Background: an optimization exercise with open tools, aiming at a short achievable clock period and few clock cycles. Do not read the settings as production practice.
RTL that was checked went through simulation tests only; none was proved equivalent to the original.
Power is estimated from default activity; no workload was simulated.

## v12
==> flow/design.v (excerpt) <==
module mips_cpu (
    input         clk,
    input         rst_n,
    output [31:0] imem_addr,
    input  [31:0] imem_data,
    output        dmem_re,
    output        dmem_we,
    output [31:0] dmem_addr,
    output [31:0] dmem_wdata,
    input  [31:0] dmem_rdata
);
    reg  [31:0] pc_n;           
    reg  [31:0] pc_out;         
    wire [31:0] pc = ~pc_n;
    reg  [31:0] spec31, spec26;  
    reg         f1_redir;       
    reg  [31:0] f1_pc4;         
    reg  [15:0] f1_off;
    wire [31:0] f1_tgt;
    reg         x_valid;
    reg  [31:0] x_A, x_B, x_S;  
    reg         x_fwdA, x_fwdA1, x_fwdA2;
    reg         x_fwdB, x_fwdB1, x_fwdB2;
    reg         x_fwdS;
    reg  [4:0]  x_sh;
    reg  [31:0] x_pc4;
    reg  [15:0] x_off;          
    wire [31:0] x_bt;           
    reg         x_ptaken;
    reg  [4:0]  x_rd;           
    reg         x_load, x_store;
    reg         x_isjr;
    reg         x_m_eq, x_m_ne, x_m_lez, x_m_gtz, x_m_sg, x_m_nsg, x_m_jr;
    reg         x_s_arith, x_inv, x_s_slt, x_s_sltu, x_s_lg;
    reg  [3:0]  x_lt;           
    reg         x_sel_sll, x_sel_srl, x_sel_sra, x_sel_link;
    reg  [31:0] m_res;          
    reg  [31:0] m_addr;         
    reg  [31:0] m_wb;           
    reg  [31:0] m_sdata;
  ...
For scale: ~7,400 cells after synthesis, about 160 I/O pins, roughly 88,000 um2 of cells after synthesis.
export LEC_CHECK = 0
export ABC_CLOCK_PERIOD_IN_PS = 3000
export CAP_MARGIN = 20
export CORE_MARGIN = 2
export CORE_UTILIZATION = 55
export PLACE_DENSITY = 0.72
export SETUP_SLACK_MARGIN = 5
export SLEW_MARGIN = 20
export SYNTH_HIERARCHICAL = 1
create_clock -name core_clock -period 10.5 [get_ports {clk}]
standard.sh (not shown) runs the stock make flow with config.mk's settings and CLKGATE_MAP_FILE= SYNTH_SCRIPT=/design/flow/synth_recipe.tcl, a recipe that flattens the netlist after the stock synthesis.
==> flow/flow/run.sh <==
#!/bin/bash
set -euo pipefail
bash standard.sh SETUP_SLACK_MARGIN=7.5 finish > flow_standard.log 2>&1
v12 reached the final stage; the timing, design-rule and antenna checks on its layout passed.
The following lists how v6 was set up differently from v12:
--- a/flow/design.v
+++ b/flow/design.v
@@ -40,19 +40,25 @@
         ({32{x_sel_link}} & x_pc4);
     assign x_res = x_s_arith ? sum : other;
 endmodule
 module XBr (
     input  [31:0] x_A,
     input  [31:0] x_B,
     input  [31:0] m_res,
+    input  [31:0] A,
     input         x_fwdA,
     input         x_fwdB,
     input  [31:0] x_xt,         
+    input  [31:0] x_pc4,
+    input  [31:0] x_bt,
+    input         x_ptaken,
+    input         x_isjr,
     input         x_m_eq, x_m_ne, x_m_lez, x_m_gtz, x_m_sg, x_m_nsg, x_m_jr,
-    output        redirect
+    output        redirect,
+    output [31:0] redirect_pc
 );
     wire eq_rr = (x_A == x_B);
     wire eq_mr = (m_res == x_B);
     wire eq_rm = (x_A == m_res);
     reg  eq;
     always @* begin
         case ({x_fwdA, x_fwdB})
@@ -65,23 +71,14 @@
     wire sg = x_fwdA ? m_res[31] : x_A[31];
     wire ne_r = (x_A != x_xt);
     wire ne_m = (m_res != x_xt);
     wire ne_jr = x_fwdA ? ne_m : ne_r;
     assign redirect = (x_m_eq & eq) | (x_m_ne & ~eq) | (x_m_lez & (sg | eq)) |
                       (x_m_gtz & ~(sg | eq)) | (x_m_sg & sg) | (x_m_nsg & ~sg) |
                       (x_m_jr & ne_jr);
-endmodule
-module XTgt (
-    input  [31:0] A,
-    input  [31:0] x_pc4,
-    input  [31:0] x_bt,
-    input         x_ptaken,
-    input         x_isjr,
-    output [31:0] redirect_pc
-);
     assign redirect_pc = x_isjr ? A : x_ptaken ? x_pc4 : x_bt;
 endmodule
 module FDec (
     input  [31:0] ins,
     input  [31:0] f_pc4,
     input  [31:0] spec31,
     input  [31:0] spec26,
@@ -271,15 +268,15 @@
     output        dmem_re,
     output        dmem_we,
     output [31:0] dmem_addr,
     output [31:0] dmem_wdata,
     input  [31:0] dmem_rdata
 );
     reg  [31:0] pc_n;           
-    reg  [31:0] pc_out;         
+    reg  [31:0] pc_out;
     wire [31:0] pc = ~pc_n;
     reg  [31:0] spec31, spec26;  
     reg         f1_redir;       
     reg  [31:0] f1_pc4;         
     reg  [15:0] f1_off;
     wire [31:0] f1_tgt;
     reg         x_valid;
@@ -302,15 +299,15 @@
     reg  [31:0] m_res;          
     reg  [31:0] m_addr;         
     reg  [31:0] m_wb;           
     reg  [31:0] m_sdata;
     reg         m_we, m_re;
     reg  [4:0]  m_rd;           
     reg         m_load;
-    assign imem_addr  = {~pc_out[31], pc_out[30:0]};
+    assign imem_addr  = pc_out;
     assign dmem_addr  = m_addr;
     assign dmem_wdata = m_sdata;
     assign dmem_we    = m_we;
     assign dmem_re    = m_re;
     wire [31:0] m_wdata = m_load ? dmem_rdata : m_wb;
     wire [31:0] ins = imem_data;
     wire [4:0]  rs  = ins[25:21];
@@ -357,28 +354,27 @@
               .x_inv(x_inv), .x_s_arith(x_s_arith), .x_s_slt(x_s_slt),
               .x_s_sltu(x_s_sltu), .x_s_lg(x_s_lg), .x_lt(x_lt),
               .x_sel_sll(x_sel_sll), .x_sel_srl(x_sel_srl), .x_sel_sra(x_sel_sra),
               .x_sel_link(x_sel_link), .A(A), .x_res(x_res));
     wire [31:0] S = x_fwdS ? m_res : x_S;
     wire redirect;
     wire [31:0] redirect_pc;
-    XBr xbr(.x_A(x_A), .x_B(x_B), .m_res(m_res), .x_fwdA(x_fwdA), .x_fwdB(x_fwdB),
-            .x_xt(pc), .x_m_eq(x_m_eq), .x_m_ne(x_m_ne), .x_m_lez(x_m_lez),
+    XBr xbr(.x_A(x_A), .x_B(x_B), .m_res(m_res), .A(A), .x_fwdA(x_fwdA), .x_fwdB(x_fwdB),
+            .x_xt(pc), .x_pc4(x_pc4), .x_bt(x_bt), .x_ptaken(x_ptaken),
+            .x_isjr(x_isjr), .x_m_eq(x_m_eq), .x_m_ne(x_m_ne), .x_m_lez(x_m_lez),
             .x_m_gtz(x_m_gtz), .x_m_sg(x_m_sg), .x_m_nsg(x_m_nsg), .x_m_jr(x_m_jr),
-            .redirect(redirect));
-    XTgt xtgt(.A(A), .x_pc4(x_pc4), .x_bt(x_bt), .x_ptaken(x_ptaken), .x_isjr(x_isjr),
-              .redirect_pc(redirect_pc));
+            .redirect(redirect), .redirect_pc(redirect_pc));
     wire [31:0] pc_d;
     PcNext pcn(.redirect(redirect), .redirect_pc(redirect_pc), .f1_redir(f1_redir),
                .f1_tgt(f1_tgt), .stall(stall), .pc(pc), .f_next(f_next), .pc_d(pc_d));
     wire f_go = ~redirect & ~f1_redir & ~stall;    
     always @(posedge clk or negedge rst_n) begin
         if (!rst_n) begin
             pc_n <= 32'h7fffffff;
-            pc_out <= 32'h0;
+            pc_out <= 32'h80000000;
             m_addr <= 32'h0;
             m_wb <= 32'hffffffff;
             spec31 <= 32'h0;
             spec26 <= 32'h0;
             f1_redir <= 1'b0;
             x_valid <= 1'b0;
             x_rd <= 5'd0;
@@ -393,15 +389,15 @@
             x_fwdB1 <= 1'b1;
             x_fwdS <= 1'b0;
             m_we <= 1'b0;
             m_re <= 1'b0;
             m_rd <= 5'd0;
         end else begin
             pc_n <= ~pc_d;
-            pc_out <= {~pc_d[31], pc_d[30:0]};
+            pc_out <= pc_d;
             m_addr <= x_res;
             m_wb <= x_res;
             if (~stall) begin
                 if (i_spec31) spec31 <= f_pc4;
                 if (i_spec26) spec26 <= f_pc4;
             end
             f1_redir <= f_go & f1_set;
==> notes.md <==
Taking v12 as the reference, in v6 reported sequential group power comparable, sequential share of layout area now smaller, largest vdd supply drop now smaller, total stage count of the critical path now smaller, worst reg-to-reg path cell count now larger. Looking at v12 and v6, the met3 routed wirelength is a wash. v12 reports its launch point of the worst path as imem_data[0] while v6 reports x_fwdA. Relative to v12, transition time of the tightest slew-check pin increased by 37 ps in v6. On die area, v6 tracks v12 almost exactly.
Testbench counts of v6, summed over its fixed seeds: cycles 528,967.
Only the layout flow was run in v12; the RTL was not checked for function there.

[separate check: timing with driven ports]
In the flow no input, the clock included, has a driving cell. The finished layouts below were timed again as built, in two steps.
Step 1 assumes that a clkbuf_16 drives the clock port and a buf_2 every other input.
Step 2 also shifts input and output timing later by t, the mid clock arrival at the registers, as if the neighbouring blocks saw the same clock.
Three values: no drivers, after step 1, after step 2; two values: the first two.
run	t (ns)	setup slack, ns	hold WS [ns]	worst data-port slew with drivers (ns)	pins driven straight from the clock port
v12	0.928	6.411 / 6.326 / 5.398	0.460 / 0.460 / 0.460	0.43	1
v6	0.901	6.596 / 6.528 / 5.627	0.434 / 0.434 / 0.434	0.40	1
After both steps every run listed still meets setup and hold. For v12, which loses most, drivers alone change the setup slack by -0.085 ns; drivers and shift together by -1.013 ns.
